From an optimization exercise on the open Yosys and OpenROAD flow, aimed at a short achievable clock period and few clock cycles; shortcuts taken in it are not production practice.
At most, simulation tests tie the RTL to the original design; equivalence was not proved.
For runs 1, 4 and 5, only the layout was checked, not whether the RTL still works.
Power and IR drop assume default switching activity.

==> flow/design.v, too long to show whole: its modules and the start of the top module <==
// module MulCSA24: 1122 lines
// module CPU: 186 lines
// module FetchNext: 20 lines
module CPU(
input Clock,
input Reset,
output [23:0] imem_addr,
input [23:0] imem_data,
output [23:0] dmem_addr,
output [23:0] dmem_wdata,
output dmem_we,
input [23:0] dmem_rdata,
output halted
);
  // ...
==> flow/flow/run.sh <==
#!/bin/bash
# The standard layout (standard.sh), with ORFS's repair_timing asked to
# keep 20 ns of setup slack at the design's 26 ns clock, and the flops that
# drive output ports placed beside their port buffers (flow/pin_flops.tcl,
# run before detailed placement).
set -o pipefail
bash standard.sh SETUP_SLACK_MARGIN=20 PRE_DETAIL_PLACE_TCL=$PWD/flow/pin_flops.tcl finish > standard.log 2>&1
==> flow/flow/pin_flops.tcl <==
# Before detailed placement: put each flip-flop that drives an output port's
# buffer right beside that buffer, so the flop-to-pin wire is short. The
# detailed placer then legalizes them.
set block [ord::get_db_block]
set moved 0
foreach bterm [$block getBTerms] {
  if { [$bterm getIoType] != "OUTPUT" } { continue }
  set net [$bterm getNet]
  if { $net == "NULL" } { continue }
  set buf ""
  foreach it [$net getITerms] {
    if { [$it getIoType] == "OUTPUT" } { set buf [$it getInst] }
  }
  if { $buf == "" } { continue }
  set innet ""
  foreach it [$buf getITerms] {
    if { [$it getIoType] == "INPUT" && [[$it getMTerm] getSigType] == "SIGNAL" } { set innet [$it getNet] }
  }
  if { $innet == "" || $innet == "NULL" } { continue }
  set drv ""
  foreach it [$innet getITerms] {
    if { [$it getIoType] == "OUTPUT" } { set drv [$it getInst] }
  }
  if { $drv == "" } { continue }
  if { ![[$drv getMaster] isSequential] } { continue }
  set loc [$buf getLocation]
  $drv setLocation [lindex $loc 0] [lindex $loc 1]
  $drv setPlacementStatus PLACED
  incr moved
}
puts "pin_flops: moved $moved flip-flops next to their output buffers"
==> flow/standard.sh <==
#!/bin/bash
# synth_recipe.tcl (not shown) runs the flow's synth.tcl, then flattens the netlist and writes it again
# the make line also repeats each setting of config.mk as NAME=value (left out here)
make -C /OpenROAD-flow-scripts/flow DESIGN_CONFIG=/design/flow/config.mk WORK_HOME=/design/flow/orfs CLKGATE_MAP_FILE= SYNTH_SCRIPT=/design/flow/synth_recipe.tcl "${@:-finish}"
==> flow/config.mk <==
export PLATFORM = sky130hd
export DESIGN_NAME = CPU
export DESIGN_NICKNAME = CPU
export VERILOG_FILES = /design/flow/design.v
export SDC_FILE = /design/flow/constraint.sdc
export NUM_CORES = 4
export LEC_CHECK = 0
export CAP_MARGIN = 20
export CORE_MARGIN = 2
export CORE_UTILIZATION = 40
export SLEW_MARGIN = 20
export SYNTH_HIERARCHICAL = 1
==> flow/constraint.sdc <==
create_clock -name core_clock -period 26.0 [get_ports {Clock}]
set_input_delay 5.2000 -clock core_clock [delete_from_list [all_inputs] [get_ports {Clock}]]
set_output_delay 5.2000 -clock core_clock [all_outputs]
set_load 0.01 [all_outputs]
==> results.toml, run 1 <==
[status]
outcome = "no timing/DRC/antenna violations"

[route]
wl_met3_mm = 20.72
wl_met2_mm = 94.35
drtPass1Iterations = 7

[setup_path]
slowest_stage = "dfxtp_4"
worst-path-buf-inv = 1

[logic_synthesis]
yosys-top-cells-count = "inv_1 (680), edfxtp_1 (553), fa_1 (535), nand2_1 (455), and2_1 (337)"
synth_cells = 5569
yosysTopAreaCell = "edfxtp_1"
muxShareOfSynthArea_pct = 8.850
synth.most_common_cell = "inv_1"
synthXorXnorAreaFrac_pct = 3.867

[final_layout]
inverters = 682
largest_register_ffs = 360
seq_cell_count = 729
top_register = "rf"
final_cells = 7746

[job]
max_cap_violations = 0

[pwr]
powerDensity_nw_per_um2 = 51.38
powerSeq_mw = 1.38
p_clk_share_pct = 36.4
power.total_mw = 3.505
power_leader = "registers"
pg_clk_mw = 1.28
pg_comb_mw = 0.851

[die]
core.rowCount = 142
die_x_um = 391.3
tapCellCount = 2016
fp.dieArea_sq_um = 153200

[global_routing]
met2_usage_pct = 41.95
grt_overflow = 0
grt_max_degree = 60

[hold_path]
hold_path_depth = 0

[clocking]
cts.sinks = 729
htree_num_levels = 3
cts_tree = "done"

[sta]
rsz0062_at_grt = "yes"
fin_ws_ns = 19.60
tns_ns = 0
max-slew-margin-rel_pct = 25.07

[placed_design]
dp_slack_ns = 17.34
dp_hpwl_mm = 148.8
==> module CPU, before the edit <==
module CPU(
input Clock,
input Reset,
output [23:0] imem_addr,
input [23:0] imem_data,
output [23:0] dmem_addr,
output [23:0] dmem_wdata,
output dmem_we,
input [23:0] dmem_rdata,
output halted
);
reg [23:0] pc;
reg        halted_r;
reg [23:0] d_ir;
reg [23:0] d_pc3;
reg        d_valid;
reg        d_pred;
reg        e_wen;         
reg [3:0]  e_dst;
reg        e_ld;
reg        e_add;         
reg        e_mul;
reg [8:0]  e_sel;         
reg [23:0] e_a;
reg [23:0] e_b;
reg [23:0] m_a;           
reg [23:0] m_b;
reg [23:0] e_addr;
reg [23:0] e_sd;
reg        e_we;
reg        w_wen;
reg [3:0]  w_dst;
reg [23:0] w_val;
reg [47:0] p_s;
reg [47:0] p_c;
reg [23:0] rf [1:15];
function eqsum(input [23:0] a, input [23:0] b, input [23:0] k);
    reg [23:0] c;
    begin
        c = (a & b) | ((a | b) & ~k);
        eqsum = ((a ^ b ^ k) == {c[22:0], 1'b0});
    end
endfunction
assign imem_addr = pc;
wire [23:0] pc3 = pc + 24'd3;
wire [16:0] pc3_hi_p = pc3[23:7] + 17'd1;
wire [16:0] pc3_hi_m = pc3[23:7] - 17'd1;
wire f_beq;
wire [23:0] pc_next;
wire [23:0] pc_alt;
wire f_ok;
wire       z_next;        
wire [3:0] z_reg;
FetchNext fn0(.pc3(pc3), .pc3_hi_p(pc3_hi_p), .pc3_hi_m(pc3_hi_m),
              .word(imem_data), .ok(f_ok), .alt(pc_alt),
              .zd(z_next), .zreg(z_reg),
              .beq(f_beq), .next(pc_next));
wire [3:0] op = d_ir[23:20];
wire [3:0] rs = d_ir[19:16];
wire [3:0] rt = d_ir[15:12];
wire [3:0] rd = d_ir[11:8];
wire [3:0] fn = d_ir[3:0];
wire [23:0] imm = {{12{d_ir[11]}}, d_ir[11:0]};
wire imm_nz = |d_ir[11:0];
wire is_addi = (op == 4'b0001);
wire is_ld   = (op == 4'b0010);
wire is_st   = (op == 4'b0011);
wire is_beq  = (op == 4'b0100);
wire is_r    = (op == 4'b0110);
wire is_halt = (op == 4'b1111);
wire r_and = is_r & (fn == 4'b0000);
wire r_or  = is_r & (fn == 4'b0001);
wire r_add = is_r & (fn == 4'b0010);
wire r_sub = is_r & (fn == 4'b0011);
wire r_slt = is_r & (fn == 4'b0100);
wire r_mul = is_r & (fn == 4'b0101);
wire r_xor = is_r & (fn == 4'b0110);
wire r_sll = is_r & (fn == 4'b0111);
wire r_lo  = is_r & (fn == 4'b1000);
wire r_hi  = is_r & (fn == 4'b1001);
wire r_wr  = r_and | r_or | r_add | r_sub | r_slt | r_xor | r_sll | r_lo | r_hi;
wire [3:0] dst = is_r ? rd : rt;
wire wr = (is_addi | is_ld | r_wr) & (dst != 4'd0);
wire same = (rs == rt);
wire [23:0] rf_rs = (rs == 4'd0) ? 24'd0 : rf[rs];
wire [23:0] rf_rt = (rt == 4'd0) ? 24'd0 : rf[rt];
wire w_rs = w_wen & (w_dst == rs);
wire w_rt = w_wen & (w_dst == rt);
wire [23:0] a_ne = w_rs ? w_val : rf_rs;
wire [23:0] b_ne = w_rt ? w_val : rf_rt;
wire e_rs = e_wen & (e_dst == rs);
wire e_rt = e_wen & (e_dst == rt);
wire [23:0] e_res;
wire [23:0] e_fwd = e_ld ? dmem_rdata : e_res;
wire [23:0] a_full = e_rs ? e_fwd : a_ne;
wire [23:0] b_full = e_rt ? e_fwd : b_ne;
wire stall = d_valid & (((is_beq & ~same) & (e_rs | e_rt) & ~e_add) |
                        ((is_ld | is_st) & e_rs));
wire eq = e_rs ? eqsum(e_a, e_b, b_ne) :
          e_rt ? eqsum(e_a, e_b, a_ne) :
                 (a_ne == b_ne);
wire taken = is_beq & (same | eq);
wire [23:0] target = d_pc3 + imm;
wire go = d_valid & ~stall;
wire short = (d_ir[11:6] == 6'b000000) | (d_ir[11:6] == 6'b111111);
wire redirect = go & is_beq & (d_pred ? (~taken | ~short) : (taken & imm_nz));
wire [23:0] fix = taken ? target : d_pc3;
assign z_next = go & is_addi & wr & ~e_rs & eqsum(a_ne, imm, 24'd0);
assign z_reg = dst;
wire halting = go & is_halt;
wire hold = stall | halting | halted_r;
assign f_ok = ~Reset & ~hold & ~redirect;
assign pc_alt = Reset ? 24'd10 : hold ? pc : (redirect ? fix : pc3);
wire [23:0] sum  = e_a + e_b;
wire [23:0] diff = e_a - e_b;
wire [4:0]  sh   = e_b[4:0] + 5'd7;
wire [23:0] tsh  = e_b - 24'd17;    
wire [23:0] shl  = (sh < 5'd24) ? (e_a << sh) : 24'd0;
wire [23:0] sll  = tsh[23] ? shl : {e_a[0], 23'd0};
wire [47:0] prod = p_s + p_c;
assign e_res = ({24{e_sel[0]}} & (e_a & e_b)) |
               ({24{e_sel[1]}} & (e_a | e_b)) |
               ({24{e_sel[2]}} & sum) |
               ({24{e_sel[3]}} & diff) |
               ({24{e_sel[4]}} & {23'd0, diff[23]}) |
               ({24{e_sel[5]}} & (e_a ^ e_b)) |
               ({24{e_sel[6]}} & sll) |
               ({24{e_sel[7]}} & prod[23:0]) |
               ({24{e_sel[8]}} & prod[47:24]);
wire [47:0] m_s, m_c;
MulCSA24 mul0(.a(m_a), .b(m_b), .s(m_s), .c(m_c));
assign dmem_addr  = e_addr;
assign dmem_wdata = e_sd;
assign dmem_we    = e_we;
assign halted     = halted_r;
always @(posedge Clock) begin
    pc <= pc_next;        
    if (Reset) begin
        halted_r <= 1'b0;
        d_valid  <= 1'b0;
        e_wen    <= 1'b0;
        e_ld     <= 1'b0;
        e_mul    <= 1'b0;
        e_we     <= 1'b0;
        w_wen    <= 1'b0;
    end else begin
        if (halting | halted_r) begin
            halted_r <= 1'b1;
            d_valid  <= 1'b0;
        end else if (!stall) begin
            d_valid <= ~redirect;
        end
        e_wen <= go & wr;
        e_ld  <= go & is_ld;
        e_mul <= go & r_mul;
        e_we  <= go & is_st;
        w_wen <= e_wen;
    end
end
always @(posedge Clock) begin
    if (!stall) begin
        d_ir   <= imem_data;
        d_pc3  <= pc3;
        d_pred <= f_beq;
    end
    e_dst  <= dst;
    e_add  <= r_add | is_addi;
    e_sel  <= {r_hi, r_lo, r_sll, r_xor, r_slt, r_sub, r_add | is_addi, r_or, r_and};
    e_a    <= a_full;
    e_b    <= is_addi ? imm : b_full;
    e_sd   <= b_full;
    e_addr <= a_ne + imm;
    if (go & r_mul) begin
        m_a <= a_full;
        m_b <= b_full;
    end
    w_dst  <= e_dst;
    w_val  <= e_fwd;
    if (e_mul) begin
        p_s <= m_s;
        p_c <= m_c;
    end
    if (w_wen)
        rf[w_dst] <= w_val;
end
endmodule
==> module FetchNext, before the edit <==
module FetchNext(
input  [23:0] pc3,
input  [16:0] pc3_hi_p,
input  [16:0] pc3_hi_m,
input  [23:0] word,
input         ok,
input  [23:0] alt,
input         zd,
input  [3:0]  zreg,
output        beq,
output [23:0] next
);
wire z = zd & (((word[19:16] == zreg) & (word[15:12] == 4'd0)) |
               ((word[15:12] == zreg) & (word[19:16] == 4'd0)));
assign beq = (word[23:20] == 4'b0100) & ((word[19:16] == word[15:12]) | z);
wire [7:0]  lo = {1'b0, pc3[6:0]} + {1'b0, word[6:0]};
wire [16:0] hi = word[6] ? (lo[7] ? pc3[23:7] : pc3_hi_m)
                         : (lo[7] ? pc3_hi_p : pc3[23:7]);
assign next = (beq & ok) ? {hi, lo[6:0]} : alt;
endmodule
==> inputs of run 2 (changes only) <==
--- a/flow/design.v
+++ b/flow/design.v
@@ -1175,7 +1175,7 @@
 wire       z_next;        
 wire [3:0] z_reg;
 FetchNext fn0(.pc3(pc3), .pc3_hi_p(pc3_hi_p), .pc3_hi_m(pc3_hi_m),
-              .word(imem_data), .ok(f_ok), .alt(pc_alt),
+              .word(imem_data), .ok(f_ok), .rst(Reset), .alt(pc_alt),
               .zd(z_next), .zreg(z_reg),
               .beq(f_beq), .next(pc_next));
 wire [3:0] op = d_ir[23:20];
@@ -1225,15 +1225,15 @@
 wire taken = is_beq & (same | eq);
 wire [23:0] target = d_pc3 + imm;
 wire go = d_valid & ~stall;
-wire short = (d_ir[11:6] == 6'b000000) | (d_ir[11:6] == 6'b111111);
-wire redirect = go & is_beq & (d_pred ? (~taken | ~short) : (taken & imm_nz));
-wire [23:0] fix = taken ? target : d_pc3;
+wire redirect = go & is_beq & (d_pred ? ~taken : (taken & imm_nz));
+wire [23:0] fix = d_pred ? d_pc3 : target;
 assign z_next = go & is_addi & wr & ~e_rs & eqsum(a_ne, imm, 24'd0);
 assign z_reg = dst;
 wire halting = go & is_halt;
 wire hold = stall | halting | halted_r;
-assign f_ok = ~Reset & ~hold & ~redirect;
-assign pc_alt = Reset ? 24'd10 : hold ? pc : (redirect ? fix : pc3);
+assign f_ok = ~hold & ~redirect;
+wire [23:0] pc_alt_nr = hold ? pc : (redirect ? fix : pc3);
+Mux24 mr(.s(Reset), .a(pc_alt_nr), .b(24'd10), .y(pc_alt));
 wire [23:0] sum  = e_a + e_b;
 wire [23:0] diff = e_a - e_b;
 wire [4:0]  sh   = e_b[4:0] + 5'd7;
@@ -1313,17 +1313,59 @@
 input  [16:0] pc3_hi_m,
 input  [23:0] word,
 input         ok,
+input         rst,
 input  [23:0] alt,
 input         zd,
 input  [3:0]  zreg,
 output        beq,
 output [23:0] next
 );
+wire sel, c7;
+wire [6:0] lo;
+FetchSel fs(.word(word), .ok(ok), .rst(rst), .zd(zd), .zreg(zreg), .beq(beq), .sel(sel));
+FetchAdd fa(.a(pc3[6:0]), .b(word[6:0]), .s(lo), .c(c7));
+wire [16:0] hi_c1 = word[6] ? pc3[23:7] : pc3_hi_p;    
+wire [16:0] hi_c0 = word[6] ? pc3_hi_m : pc3[23:7];    
+wire [16:0] hi;
+Mux17 mh(.s(c7), .a(hi_c0), .b(hi_c1), .y(hi));
+Mux24 mn(.s(sel), .a(alt), .b({hi, lo}), .y(next));
+endmodule
+module FetchSel(
+input  [23:0] word,
+input         ok,
+input         rst,
+input         zd,
+input  [3:0]  zreg,
+output        beq,
+output        sel
+);
+wire short = (word[11:6] == 6'b000000) | (word[11:6] == 6'b111111);
 wire z = zd & (((word[19:16] == zreg) & (word[15:12] == 4'd0)) |
                ((word[15:12] == zreg) & (word[19:16] == 4'd0)));
-assign beq = (word[23:20] == 4'b0100) & ((word[19:16] == word[15:12]) | z);
-wire [7:0]  lo = {1'b0, pc3[6:0]} + {1'b0, word[6:0]};
-wire [16:0] hi = word[6] ? (lo[7] ? pc3[23:7] : pc3_hi_m)
-                         : (lo[7] ? pc3_hi_p : pc3[23:7]);
-assign next = (beq & ok) ? {hi, lo[6:0]} : alt;
+assign beq = (word[23:20] == 4'b0100) & ((word[19:16] == word[15:12]) | z) & short;
+assign sel = beq & ok & ~rst;
+endmodule
+module FetchAdd(
+input  [6:0] a,
+input  [6:0] b,
+output [6:0] s,
+output       c
+);
+assign {c, s} = {1'b0, a} + {1'b0, b};
+endmodule
+module Mux17(
+input         s,
+input  [16:0] a,
+input  [16:0] b,
+output [16:0] y
+);
+assign y = s ? b : a;
+endmodule
+module Mux24(
+input         s,
+input  [23:0] a,
+input  [23:0] b,
+output [23:0] y
+);
+assign y = s ? b : a;
 endmodule
==> flow/flow/run.sh (replaced) <==
#!/bin/bash
# The standard layout (standard.sh), with ORFS's repair_timing asked to
# keep 21 ns of setup slack at the design's 26 ns clock, and the flops that
# drive output ports placed beside their port buffers (flow/pin_flops.tcl,
# run before detailed placement).
set -o pipefail
bash standard.sh SETUP_SLACK_MARGIN=21 PRE_DETAIL_PLACE_TCL=$PWD/flow/pin_flops.tcl finish > standard.log 2>&1
--- a/flow/config.mk
+++ b/flow/config.mk
@@ -7,6 +7,6 @@
 export LEC_CHECK = 0
 export CAP_MARGIN = 20
 export CORE_MARGIN = 2
-export CORE_UTILIZATION = 40
+export CORE_UTILIZATION = 60
 export SLEW_MARGIN = 20
 export SYNTH_HIERARCHICAL = 1
==> run 2 against run 1 <==
Compared with the run above: wire length shrank 2.0%; fmax shrank 3.8%; combinational power grew 16%; register-to-register slack lost 0.08 ns; die area shrank 32%; clock skew shrank 0.0012 ns; total power grew 1.9%; synthesized area grew 0.99%; first-iteration DRC count grew 21%; hold slack lost 0.0081 ns; largest power group unchanged.
==> results.toml, run 2 <==
[setup_path]
slowest_stage = "or4_4"
crit_type = "in2reg"
critical_path_depth = 10
r2r-start = "d_ir[13]$_DFFE_PN_"
crit_end = "pc[2]$_DFF_P_"
crit_path_end_kind = "flop"
path_delay_family = "buffers and inverters"
r2r_end = "pc[2]$_DFF_P_"
path_max_fanout = 6
crit_path_max_incr_delay_ns = 0.43
worst-path-buf-inv = 5
r2r_setup_slack_ns = 19.73
crit_path_start = "imem_data[6]"
arrival_ns = 7.22
worstRegToRegCells = 20
crit_path_start_kind = "primary input"
worstPathRequired_ns = 26.56
path_cells = "buf_8 > buf_12 > or4_4 > nor3_4 > o21ai_2 > a2111oi_4 > buf_6 > buf_12 > buf_16 > mux2_4"
cpMostUsedCell = "buf_12"

[clocking]
root_buffer = "clkbuf_16"
htree_num_levels = 3
clock_latency_ns = 0.70
clk_pin_slew_ns = 0.06
cts_hold_buffers = 0
cts_made_buffers = 84
cts_buffer_depth = 3
cts.sinks = 729
cts_tree = "done"

[job]
max_cap_violations = 0

[logic_synthesis]
yosys-top-cells-area = "edfxtp_1 (27%), fa_1 (18%), dfxtp_1 (5.8%), mux4_2 (5.8%), ha_1 (4.6%)"
synth_enable_flop_cells = 553
avgSynthCellArea_sq_um = 10.97
synth-main-ff-cell = "edfxtp_1"
synth_top_area_share_pct = 27.40
synth.most_common_cell = "inv_1"
synth_seq_area_share_pct = 33.21
yosysWarnings = 7
async_reset_ff_share_pct = 0
synth_area_sq_um = 60610
ys_ff_latch = 729
synth_cells = 5526
synth_cell_type_count = 102
yosys-top-cells-count = "inv_1 (692), edfxtp_1 (553), fa_1 (535), nand2_1 (469), and2_1 (356)"
yosysTopAreaCell = "edfxtp_1"

[global_routing]
grt_max_degree = 58
grt_overflow = 0
antenna_found_initial = 19
grt_usage_pct = 40.20
grt_pass1_vias = 45470
grt_first_pass_wirelength_mm = 301.2

[sta]
tns_ns = 0
hold_viol = 0
max-slew-margin-rel_pct = 16.61
max_freq_mhz = 150.3
worstMarginPinSlew_ns = 1.238
skew_ns = 0.07331
setup_viol_count_final = 0
fin_crit_ns = 6.651
timing.hold.ws_ns = 0.3844
drv_slew = 0
period_share_pct = 25.58
rsz0062_at_grt = "yes"

[route]
wirelength_mm = 207.4
vias = 45580
wl_met2_mm = 93.41
via_per_inst = 6.464
wl_met3_mm = 22.12
drcViolationCount = 0
drtAntennaViolNets = 0
wl_met1_mm = 77.96
highest_layer = "met5"
drt-initial-drc-count = 5544
wl_per_cell_um = 29.42
drtPass1Iterations = 6

[die]
die_x_um = 321.8
start_util_pct = 60.52
io_pins = 124
die_h_um = 321.8
core_sq_um = 100100
fp.dieArea_sq_um = 103600
core.rowCount = 116

[final_layout]
final_util_pct = 69.14
final_cells = 7051
drive_gt1_share_pct = 20.13
finalNetCount = 6489
syn2layout_area_growth_pct = 14.25
fillers = 7375
layout_top_registers = "rf (360), p_c (48), p_s (48)"
final_cell_mix = "inv_1 (675), edfxtp_1 (553), fa_1 (532)"
stdcell_area_sq_um = 69240
final_common_cell = "inv_1"
top_register = "rf"
largest_register_ffs = 360

[placed_design]
dp_hpwl_mm = 141.8
place.gp.congestion = 1.002
dp.cells = 6721
place_area_sq_um = 62850
io_buffers = 123

[status]
outcome = "no timing/DRC/antenna violations"

[pwr]
leakage_nw = 27.88
peakVddDrop_uv = 71.22
powerDensity_nw_per_um2 = 51.57

[hold_path]
holdCritPathClass = "reg2reg"
run 2: changes by cell type in the layout (fill, tap and decap cells not counted), moves of 21 or more:
cell / previous run / this run
buf_12: 18 / 39
a211oi_1: 80 / 113
o22ai_1: 71 / 40
dfxtp_2: 32 / 58
conb_1: 3 / 27
mux4_2: 115 / 156
buf_6: 65 / 162
and2_2: 28 / 0
buf_2: 26 / 3
dfxtp_1: 116 / 90
mux2i_1: 187 / 81
mux2_4: 26 / 101
run 2: per-stage QoR:
step                setup WS (ns)  total power [mW]
global route                19.33             3.686
floorplan                   19.09             1.973
finish                      19.35             3.571
global placement            17.82             2.248
detailed placement          17.79             2.254
CTS                         19.21             3.526
run 2: worst min path at each step:
stage,start,end,cells after the start
floorplan,e_dst[0]$_DFF_P_,w_dst[0]$_DFF_P_,0
global placement,e_dst[2]$_DFF_P_,w_dst[2]$_DFF_P_,0
detailed placement,e_dst[2]$_DFF_P_,w_dst[2]$_DFF_P_,0
CTS,e_dst[0]$_DFF_P_,w_dst[0]$_DFF_P_,0
global route,e_dst[2]$_DFF_P_,w_dst[2]$_DFF_P_,0
finish,e_dst[1]$_DFF_P_,w_dst[1]$_DFF_P_,0
run 2: repair_timing:
action / in CTS / in global routing
endpoints found under the setup margin: 309 / 271
resized for setup: 854 / 130
buffers inserted: 118 / 42
gates cloned: 9 / 3
pin swaps: 56 / 55
hold endpoints to repair: 0 / 0
run 2: report_power, final:
group	switching, mW	internal, mW
Sequential	0.0678	1.31
Combinational	0.542	0.442
Clock	0.522	0.686
run 2: cell type report:
| type | instances | area, sq um | area share, % |
|---|---|---|---|
| flip-flops and latches | 729 | 20310 | 29.33 |
| clock inverters | 48 | 539.3 | 0.7788 |
| well taps | 1298 | 1624 | 2.345 |
| repair buffers | 436 | 4835 | 6.982 |
| clock buffers | 105 | 2263 | 3.269 |
| diodes | 4 | 10.01 | 0.01446 |
| multi-input cells | 3736 | 36990 | 53.42 |
| inverters | 695 | 2673 | 3.860 |
run 2: per-layer routing:
metal / global-route usage, % / vias up
met5: 0 / -
met3: 9.117 / 595
met4: 22.42 / 12
met1: 52.74 / 23130
li1: - / 19220
met2: 62.10 / 2622
run 2: cell families after synthesis:
family                   after synthesis  share of synthesized area, %
flip-flops                           729                         33.21
multiplexers                         377                         10.43
AND/OR/NAND/NOR                     1433                         11.68
other                                  3                       0.01858
AO/OA/AOI/OAI                        866                         10.02
XOR/XNOR                             276                         3.989
buffers and inverters               1085                         8.394
adder cells (fa/ha/maj)              757                         22.25
run 2: Yosys stat by module, one instance, submodules excluded:
| module | cells | area (sq um) | flip-flops and latches | times used |
|---|---|---|---|---|
| Mux24 | 27 | 396.6 | 0 | 2 |
| FetchNext | 38 | 566.8 | 0 | 1 |
| MulCSA24 | 1752 | 16050 | 0 | 1 |
| FetchAdd | 37 | 286.5 | 0 | 1 |
| CPU | 3597 | 42440 | 729 | 1 |
| FetchSel | 29 | 211.5 | 0 | 1 |
| Mux17 | 19 | 260.2 | 0 | 1 |
Testbench counts of run 2, summed over its fixed seeds: cycles 26,342.
==> inputs of run 3 (changes only) <==
--- a/flow/design.v
+++ b/flow/design.v
@@ -1320,15 +1320,23 @@
 output        beq,
 output [23:0] next
 );
-wire sel, c7;
+wire sel0, sel1, sel2, c7a, c7b;
 wire [6:0] lo;
-FetchSel fs(.word(word), .ok(ok), .rst(rst), .zd(zd), .zreg(zreg), .beq(beq), .sel(sel));
-FetchAdd fa(.a(pc3[6:0]), .b(word[6:0]), .s(lo), .c(c7));
+wire [6:0] lo_unused;
+FetchSel fs0(.word(word), .ok(ok), .rst(rst), .zd(zd), .zreg(zreg), .beq(beq), .sel(sel0));
+FetchSel fs1(.word(word), .ok(ok), .rst(rst), .zd(zd), .zreg(zreg), .beq(), .sel(sel1));
+FetchSel fs2(.word(word), .ok(ok), .rst(rst), .zd(zd), .zreg(zreg), .beq(), .sel(sel2));
+FetchAdd fa0(.a(pc3[6:0]), .b(word[6:0]), .s(lo), .c(c7a));
+FetchAdd fa1(.a(pc3[6:0]), .b(word[6:0]), .s(lo_unused), .c(c7b));
 wire [16:0] hi_c1 = word[6] ? pc3[23:7] : pc3_hi_p;    
 wire [16:0] hi_c0 = word[6] ? pc3_hi_m : pc3[23:7];    
 wire [16:0] hi;
-Mux17 mh(.s(c7), .a(hi_c0), .b(hi_c1), .y(hi));
-Mux24 mn(.s(sel), .a(alt), .b({hi, lo}), .y(next));
+Mux8 mh0(.s(c7a), .a(hi_c0[7:0]),  .b(hi_c1[7:0]),  .y(hi[7:0]));
+Mux9 mh1(.s(c7b), .a(hi_c0[16:8]), .b(hi_c1[16:8]), .y(hi[16:8]));
+wire [23:0] tgt = {hi, lo};
+Mux8 mn0(.s(sel0), .a(alt[7:0]),   .b(tgt[7:0]),   .y(next[7:0]));
+Mux8 mn1(.s(sel1), .a(alt[15:8]),  .b(tgt[15:8]),  .y(next[15:8]));
+Mux8 mn2(.s(sel2), .a(alt[23:16]), .b(tgt[23:16]), .y(next[23:16]));
 endmodule
 module FetchSel(
 input  [23:0] word,
@@ -1353,6 +1361,22 @@
 );
 assign {c, s} = {1'b0, a} + {1'b0, b};
 endmodule
+module Mux8(
+input        s,
+input  [7:0] a,
+input  [7:0] b,
+output [7:0] y
+);
+assign y = s ? b : a;
+endmodule
+module Mux9(
+input        s,
+input  [8:0] a,
+input  [8:0] b,
+output [8:0] y
+);
+assign y = s ? b : a;
+endmodule
 module Mux17(
 input         s,
 input  [16:0] a,
==> run 3 against run 2 <==
Compared with the run above: non-clock buffer count decreased by 4; sequential cell count unchanged; hold slack worse by 0.0018 ns; die area is 0.93% higher; synthesized cell count is 1.3% higher; register-to-register slack about the same; fmax down 0.58%; first-iteration DRC count is 0.67% higher; critical path type unchanged; critical endpoint unchanged; highest routed layer unchanged.
==> results.toml, run 3 <==
[die]
core.rowCount = 117
die_x_um = 323.3
start_util_pct = 60.30
fp.dieArea_sq_um = 104500
core_sq_um = 101400
io_pins = 124
die_h_um = 323.3

[setup_path]
slowest_stage = "or4_4"
crit_path_max_incr_delay_ns = 0.44
path_cells = "buf_8 > buf_12 > buf_6 > or4_4 > nor3_4 > o21ai_4 > a2111oi_4 > buf_6 > mux2_4"
path_max_fanout = 8
arrival_ns = 7.28
crit_type = "in2reg"
crit_path_end_kind = "flop"
cpMostUsedCell = "buf_6"
crit_path_start_kind = "primary input"
worstPathRequired_ns = 26.59

[final_layout]
finalNetCount = 6560
largest_register_ffs = 360
final_cell_mix = "inv_1 (675), edfxtp_1 (553), fa_1 (532)"
final_cells = 7187
drive_gt1_share_pct = 20.28
final_common_cell = "inv_1"
top_register = "rf"
syn2layout_area_growth_pct = 14.96
layout_top_registers = "rf (360), p_c (48), p_s (48)"

[status]
outcome = "no timing/DRC/antenna violations"

[global_routing]
grt_usage_pct = 40.22
grt_pass1_vias = 45540
grt_overflow = 0
grt_max_degree = 79
grt_first_pass_wirelength_mm = 304.6
antenna_found_initial = 22

[route]
drt-initial-drc-count = 5581
drtAntennaViolNets = 0
via_per_inst = 6.450
wl_met2_mm = 94.93
drtPass1Iterations = 6
drcViolationCount = 0
wl_met1_mm = 80.80
wl_per_cell_um = 29.52
wirelength_mm = 212.2
highest_layer = "met5"
wl_met3_mm = 22.33
vias = 46360

[sta]
hold_viol = 0
worstMarginPinSlew_ns = 1.160
skew_ns = 0.08113
fin_crit_ns = 6.690
setup_viol_count_final = 0
rsz0062_at_grt = "yes"
period_share_pct = 25.73
drv_slew = 0
max-slew-margin-rel_pct = 22.66
max_freq_mhz = 149.5
tns_ns = 0
timing.hold.ws_ns = 0.3826

[pwr]
peakVddDrop_uv = 70.94
p_sw_share_pct = 32.23
powerDensity_nw_per_um2 = 51.58
p_clk_share_pct = 33.6
power.total_mw = 3.628
p_sw_mw = 1.169
leakage_nw = 28.18
intPower_mw = 2.459
p_comb_share_pct = 28.4
pwr-share-seq_pct = 38.0

[hold_path]
holdCritPathClass = "reg2reg"

[clocking]
cts_made_buffers = 81
htree_num_levels = 3
clock_latency_ns = 0.70
cts_tree = "done"
root_buffer = "clkbuf_16"
clk_pin_slew_ns = 0.06
cts.sinks = 729
cts_buffer_depth = 3

[logic_synthesis]
avgSynthCellArea_sq_um = 10.93
yosysWarnings = 7
synth_cells = 5597
synth_area_sq_um = 61180

[placed_design]
place.gp.congestion = 1.038
io_buffers = 123
dp_hpwl_mm = 144.8
dp.cells = 6854

[job]
max_cap_violations = 0
-- run 3: final timing paths --
check,start,endpoint,slack [ns],cells after the start
max,imem_data[6],pc[2]$_DFF_P_,19.31,9
min,e_dst[2]$_DFF_P_,w_dst[2]$_DFF_P_,0.38,0
max reg2reg,flop,pc[22]$_DFF_P_,19.73,18
min reg2reg,e_dst[2]$_DFF_P_,w_dst[2]$_DFF_P_,0.38,0
-- run 3: worst max-delay path, delay by kind of cell --
kind | cells | cell delay (ns)
buffers and inverters | 4 | 0.54
and+or+nand+nor | 2 | 0.69
muxes | 1 | 0.32
AOI/OAI and AO/OA | 2 | 0.51
-- run 3: power by group through the flow --
| stage | logic, mW | clock network, mW | registers, mW |
|---|---|---|---|
| final | 1.03 | 1.22 | 1.38 |
| after global routing | 1.09 | 1.27 | 1.38 |
| after CTS | 0.962 | 1.22 | 1.38 |
| after detailed placement | 0.878 | 0 | 1.40 |
| after global placement | 0.863 | 0 | 1.41 |
| after floorplan | 0.608 | 0 | 1.38 |
-- run 3: final cells by class --
class                      instances  area (sq um)
multi-input combinational       3805         37770
fill                            7418         31120
sequential                       729         20310
timing repair buffer             432          5031
inverter                         697          2690
clock buffer                      99          2176
tap                             1368          1712
clock inverter                    53         635.6
antenna                            4         10.01
-- run 3: metal layers --
metal | track usage, % | vias up
met5 | 0 | -
met3 | 8.196 | 592
met1 | 54.28 | 23460
li1 | - | 19500
met2 | 61.41 | 2783
met4 | 21.71 | 18
-- run 3: timing repair --
item | CTS | global route
pin swaps | 54 | 58
gates resized for setup | 868 | 190
setup buffers | 95 | 69
gates cloned | 5 | 5
hold buffers | 0 | 0
endpoints found under the setup margin | 299 | 279
-- run 3: per-stage QoR --
step / cell area, sq um / util (%) / setup WS [ns]
6_report: 70330 / 69.33 / 19.31
5_1_grt: 70320 / 69.32 / 19.26
4_1_cts: 68790 / 67.81 / 19.33
3_5_place_dp: 63610 / 62.70 / 18.00
3_3_place_gp: 63440 / 62.53 / 18.08
2_1_floorplan: 61850 / - / 19.21
Testbench counts of run 3, summed over its fixed seeds: cycles 26,342.
==> inputs of run 4 (changes only) <==
--- a/flow/design.v
+++ b/flow/design.v
@@ -1225,8 +1225,9 @@
 wire taken = is_beq & (same | eq);
 wire [23:0] target = d_pc3 + imm;
 wire go = d_valid & ~stall;
-wire redirect = go & is_beq & (d_pred ? ~taken : (taken & imm_nz));
-wire [23:0] fix = d_pred ? d_pc3 : target;
+wire short = (d_ir[11:6] == 6'b000000) | (d_ir[11:6] == 6'b111111);
+wire redirect = go & is_beq & (d_pred ? (~taken | ~short) : (taken & imm_nz));
+wire [23:0] fix = taken ? target : d_pc3;
 assign z_next = go & is_addi & wr & ~e_rs & eqsum(a_ne, imm, 24'd0);
 assign z_reg = dst;
 wire halting = go & is_halt;
@@ -1347,10 +1348,9 @@
 output        beq,
 output        sel
 );
-wire short = (word[11:6] == 6'b000000) | (word[11:6] == 6'b111111);
 wire z = zd & (((word[19:16] == zreg) & (word[15:12] == 4'd0)) |
                ((word[15:12] == zreg) & (word[19:16] == 4'd0)));
-assign beq = (word[23:20] == 4'b0100) & ((word[19:16] == word[15:12]) | z) & short;
+assign beq = (word[23:20] == 4'b0100) & ((word[19:16] == word[15:12]) | z);
 assign sel = beq & ok & ~rst;
 endmodule
 module FetchAdd(
==> run 4 against run 3 <==
Compared with the run above: largest cell class unchanged; sequential share of layout area increased by 0.24 points; critical path type unchanged; sequential power hardly changed; critical endpoint is now pc[8]$_DFF_P_; hold slack better by 0.0020 ns; wire length down 1.3%; largest power group unchanged.
==> results.toml, run 4 <==
[status]
outcome = "no timing/DRC/antenna violations"

[hold_path]
hold_path_depth = 0
holdCritPathClass = "reg2reg"

[sta]
tns_ns = 0
max_freq_mhz = 154.2
setup_viol_count_final = 0
fin_crit_ns = 6.487
worstMarginPinSlew_ns = 1.215
period_share_pct = 24.95
max-slew-margin-rel_pct = 18.99
rsz0062_at_grt = "yes"
skew_ns = 0.06172
hold_viol = 0
drv_slew = 0

[clocking]
htree_num_levels = 3
root_buffer = "clkbuf_16"
cts_made_buffers = 83
clock_latency_ns = 0.70
cts.sinks = 729
cts_tree = "done"
clk_pin_slew_ns = 0.06
cts_buffer_depth = 3

[setup_path]
worstPathRequired_ns = 26.52
path_max_fanout = 8
worstRegToRegCells = 15
slowest_stage = "a2111oi_4"
crit_path_start_kind = "primary input"
worst-path-buf-inv = 3
crit_path_max_incr_delay_ns = 0.45
cpMostUsedCell = "buf_12"
arrival_ns = 7.01
path_delay_family = "simple AND/OR/NAND/NOR gates"
r2r_setup_slack_ns = 19.91
crit_path_end_kind = "flop"
path_cells = "buf_12 > buf_6 > xor2_1 > nor4_1 > nand3_1 > a2111oi_4 > buf_12 > mux2_4"
crit_type = "in2reg"
critical_path_depth = 8

[placed_design]
place.gp.congestion = 1.023
dp_hpwl_mm = 143.8
dp.cells = 6647
io_buffers = 123

[final_layout]
fillers = 7341
finalNetCount = 6427
drive_gt1_share_pct = 21.06
layout_top_registers = "rf (360), p_c (48), p_s (48)"
final_cells = 6987
top_register = "rf"
final_cell_mix = "inv_1 (684), edfxtp_1 (553), fa_1 (534)"
final_common_cell = "inv_1"
largest_register_ffs = 360
syn2layout_area_growth_pct = 14.89

[route]
drcViolationCount = 0
via_per_inst = 6.512
wirelength_mm = 209.4
drtAntennaViolNets = 0
drt-initial-drc-count = 5299
vias = 45500
drtPass1Iterations = 8
wl_per_cell_um = 29.97

[pwr]
p_clk_share_pct = 34.1
leakage_nw = 28.09
p_sw_mw = 1.172
pwr-share-seq_pct = 37.7
p_sw_share_pct = 31.87
p_comb_share_pct = 28.2
powerDensity_nw_per_um2 = 52.74
intPower_mw = 2.505
peakVddDrop_uv = 62.96

[die]
die_h_um = 322.0
io_pins = 124
fp.dieArea_sq_um = 103700
core_sq_um = 100100
start_util_pct = 60.59
die_x_um = 322.0
core.rowCount = 116

[global_routing]
grt_pass1_vias = 45400
grt_first_pass_wirelength_mm = 302.9
grt_usage_pct = 40.45
grt_overflow = 0
antenna_found_initial = 15
grt_max_degree = 60

[logic_synthesis]
avgSynthCellArea_sq_um = 11.13
yosysWarnings = 7
synth_cells = 5454
synth_area_sq_um = 60680

[job]
max_cap_violations = 0
-- run 4: changes by cell type in the layout (fill, tap and decap cells not counted), sizes merged, moves of 9 or more --
cell	before	now
nand2b	42	28
o31ai	12	26
o22ai	43	56
clkbuf	108	120
nand2	472	405
nor2	247	225
o21ai	138	104
a21oi	188	167
buf	419	410
o32ai	29	38
mux2	125	144
nand3	85	67
-- run 4: worst register-to-register path, delay by kind of cell (launching register included) --
| family | cells | cell delay [ns] |
|---|---|---|
| mux | 1 | 0.34 |
| simple gates | 6 | 1.67 |
| buf+inv | 2 | 0.32 |
| compound gates | 3 | 1.78 |
| fa+ha+maj | 1 | 0.45 |
| flops | 1 | 0.51 |
| xor+xnor | 2 | 0.87 |
-- run 4: cell type report --
class	count	area, sq um	area share (%)
antenna	5	12.51	0.01795
clock inverter	48	661.9	0.9494
tap	1298	1624	2.329
multi-input combinational	3666	37410	53.66
clock buffer	108	2265	3.248
inverter	704	2714	3.893
timing repair buffer	429	4732	6.787
sequential	729	20300	29.12
-- run 4: per-layer routing --
| layer | global-route usage (%) | wire [um] |
|---|---|---|
| met1 | 54.26 | 79590 |
| met2 | 61.31 | 93330 |
| met3 | 8.658 | 22940 |
| met4 | 23.03 | 13410 |
| met5 | 0 | 112 |
-- run 4: worst paths after layout --
path | start | end
worst max register to register | d_ir[16]$_DFFE_PN_ | pc[0]$_DFF_P_
worst min register to register | e_dst[1]$_DFF_P_ | w_dst[1]$_DFF_P_
worst max-delay path | imem_data[13] | pc[8]$_DFF_P_
worst min-delay path | e_dst[1]$_DFF_P_ | w_dst[1]$_DFF_P_
-- run 4: through the flow --
stage               hold WS [ns]  util, %  total power [mW]  cell area (sq um)  worst slack, ns
floorplan                 0.3730        -             1.994              61470            19.22
global placement          0.3874    62.93             2.281              63020            17.92
detailed placement        0.3807    62.96             2.292              63050            17.91
CTS                       0.3900    68.57             3.622              68670            19.57
global route              0.3931    69.60             3.790              69710            19.50
finish                    0.3847    69.62             3.677              69720            19.51
-- run 4: repair_timing --
| action | CTS | global route |
|---|---|---|
| buffers inserted | 117 | 49 |
| pin swaps | 75 | 62 |
| gates resized for setup | 919 | 101 |
| hold buffers | 0 | 0 |
| endpoints found under the setup margin | 308 | 277 |
| cloned | 6 | 7 |
-- run 4: power by group through the flow --
stage          Combinational [mW]  Sequential [mW]  Clock (mW)
4_1_cts                     0.980             1.38        1.26
5_1_grt                      1.10             1.39        1.30
6_report                     1.04             1.39        1.25
3_3_place_gp                0.866             1.42           0
3_5_place_dp                0.880             1.41           0
2_1_floorplan               0.606             1.39           0
==> inputs of run 5 (changes only) <==
==> flow/flow/run.sh (replaced) <==
#!/bin/bash
# The standard layout (standard.sh), with ORFS's repair_timing asked to
# keep 20 ns of setup slack at the design's 26 ns clock, and the flops that
# drive output ports placed beside their port buffers (flow/pin_flops.tcl,
# run before detailed placement).
set -o pipefail
bash standard.sh SETUP_SLACK_MARGIN=20 PRE_DETAIL_PLACE_TCL=$PWD/flow/pin_flops.tcl finish > standard.log 2>&1
==> run 5 against run 4 <==
Compared with the run above: global-route usage fell by 0.79 points; clock power fell by 6%; hold slack improved by 0.0046 ns; clock skew fell by 0.0035 ns; sequential power barely moved; sequential cell count did not move; non-clock buffer count fell by 102; largest cell class unchanged; synthesized cell count did not move; core utilization fell by 2.9 points.
==> results.toml, run 5 <==
[global_routing]
grt_max_degree = 66
antenna_found_initial = 14
grt_usage_pct = 39.66
grt_pass1_vias = 44300
grt_first_pass_wirelength_mm = 297.4
grt_overflow = 0

[clocking]
cts_hold_buffers = 0
cts.sinks = 729
cts_buffer_depth = 3
clk_pin_slew_ns = 0.06
htree_num_levels = 3
cts_made_buffers = 79
root_buffer = "clkbuf_16"
cts_tree = "done"
clock_latency_ns = 0.70

[hold_path]
holdCritPathClass = "reg2reg"
hp-start = "e_dst[0]$_DFF_P_"
whs_endpoint = "w_dst[0]$_DFF_P_"
hold_path_depth = 0

[sta]
period_share_pct = 24.63
skew_ns = 0.05825
drv_slew = 0
fin_crit_ns = 6.405
worstMarginPinSlew_ns = 1.223
timing.hold.ws_ns = 0.3892
max_freq_mhz = 156.1
rsz0062_at_grt = "yes"
max-slew-margin-rel_pct = 17.46
hold_viol = 0
tns_ns = 0
setup_viol_count_final = 0

[route]
wl_per_cell_um = 29.83
wirelength_mm = 205.1
drtAntennaViolNets = 0
drcViolationCount = 0
drt-initial-drc-count = 5504
vias = 44790
drtPass1Iterations = 6
via_per_inst = 6.514

[final_layout]
final_cell_mix = "inv_1 (701), edfxtp_1 (553), fa_1 (534)"
largest_register_ffs = 360
drive_gt1_share_pct = 16.93
layout_top_registers = "rf (360), p_c (48), p_s (48)"
finalNetCount = 6318
top_register = "rf"
final_common_cell = "inv_1"
syn2layout_area_growth_pct = 10.06

[die]
core_sq_um = 100100
fp.dieArea_sq_um = 103700
start_util_pct = 60.59
die_h_um = 322.0
die_x_um = 322.0
io_pins = 124
core.rowCount = 116

[pwr]
powerDensity_nw_per_um2 = 52.74
peakVddDrop_uv = 66.13
leakage_nw = 26.91

[setup_path]
arrival_ns = 6.98
path_cells = "buf_12 > xor2_2 > nor4_2 > nand3_1 > a2111oi_4 > buf_12 > mux2_4"
cpMostUsedCell = "buf_12"
r2r_end = "pc[1]$_DFF_P_"
worstPathRequired_ns = 26.57
crit_type = "in2reg"
slowest_stage = "a2111oi_4"
crit_path_max_incr_delay_ns = 0.47
crit_path_start_kind = "primary input"
r2r_setup_slack_ns = 19.65
crit_path_end_kind = "flop"
worstRegToRegCells = 17
path_max_fanout = 8

[logic_synthesis]
synth_cells = 5454
synth_area_sq_um = 60680
yosysWarnings = 7
avgSynthCellArea_sq_um = 11.13

[placed_design]
place.gp.congestion = 1.032
io_buffers = 123
dp_hpwl_mm = 143.9

[job]
max_cap_violations = 0

[status]
outcome = "no timing/DRC/antenna violations"
run 5: per-layer routing:
metal  vias up  share of wire [%]  track usage (%)
met5         -              0.028                0
met4        10                6.7            23.08
met3       656                 10            8.130
met2      2688                 45            60.82
met1     22620                 38            52.58
li1      18810                  -                -
run 5: cell type report:
cell class	count	area, sq um
clock inverter	41	500.5
antenna	9	22.52
multi-input combinational	3663	36460
tap	1298	1624
clock buffer	105	2190
fill	7616	33360
sequential	729	20270
timing repair buffer	327	3079
inverter	704	2643
run 5: power breakdown:
group	internal, mW	switching, mW	total (mW)
registers	1.31	0.0745	1.39
clock network	0.663	0.511	1.17
logic	0.414	0.547	0.961
total	2.39	1.13	3.52
run 5: what timing repair did:
action | CTS | global route
setup buffers | 45 | 22
endpoints found under the setup margin | 203 | 144
gates resized for setup | 603 | 63
pin swaps | 29 | 16
cloned | 3 | 1
run 5: through the flow:
| stage | setup slack [ns] | instances | util, % | total power, mW | area, sq um |
|---|---|---|---|---|---|
| after detailed placement | 17.80 | 6649 | 62.45 | 2.286 | 62540 |
| final | 19.60 | 6876 | 66.69 | 3.522 | 66790 |
| after CTS | 19.61 | 6843 | 66.14 | 3.483 | 66240 |
| after global placement | 17.80 | 6647 | 62.39 | 2.276 | 62480 |
| after global routing | 19.57 | 6867 | 66.67 | 3.634 | 66760 |
| after floorplan | 19.22 | 5478 | - | 1.982 | 60920 |
run 5: critical path, delay by kind of cell:
family	cells	cell delay, ns
xor+xnor	1	0.17
mux	1	0.33
compound gates	1	0.47
simple gates	2	0.49
buf+inv	2	0.30
run 5: worst max-delay path by stage:
stage / slack [ns] / depth (start not counted) / start / to
final: 19.60 / 7 / imem_data[15] / pc[1]$_DFF_P_
after global routing: 19.57 / 7 / imem_data[15] / pc[1]$_DFF_P_
after CTS: 19.61 / 1 / pc[12]$_DFF_P_ / imem_addr[12]
after detailed placement: 17.80 / 6 / imem_data[12] / pc[16]$_DFF_P_
after global placement: 17.80 / 6 / imem_data[19] / pc[16]$_DFF_P_
after floorplan: 19.22 / 8 / imem_data[3] / pc[10]$_DFF_P_

[what the ideal ports hide]
Ports are ideal in the flow. The routed layouts listed here were re-timed in OpenROAD.
Step 1, drivers: a clkbuf_16 drives Clock and a buf_2 each remaining input, both assumed.
Step 2 times the ports against the registers' clock, not the clock port: input delays grow and output delays shrink by t, the midpoint of the rising clock arrivals with the driver on.
a / b / c = ideal ports / drivers / drivers and shift; a / b = the first two.
| run | shift t [ns] | setup slack, ns | worst setup path at the end | latest minus earliest clock arrival (ns) |
|---|---|---|---|---|
| run 1 | 0.786 | 19.603 / 19.516 / 18.824 | input to register | 0.079 / 0.079 |
| run 2 | 0.738 | 19.349 / 19.384 / 18.645 | input to register | 0.073 / 0.073 |
| run 3 | 0.740 | 19.310 / 19.351 / 18.611 | input to register | 0.085 / 0.085 |
| run 4 | 0.737 | 19.513 / 19.497 / 18.760 | input to register | 0.063 / 0.062 |
| run 5 | 0.746 | 19.595 / 19.551 / 18.879 | input to register | 0.058 / 0.059 |
After both steps every run listed still meets setup and hold. The setup slack of run 1, which loses most, moves by -0.087 ns with the drivers and by -0.779 ns with both steps.
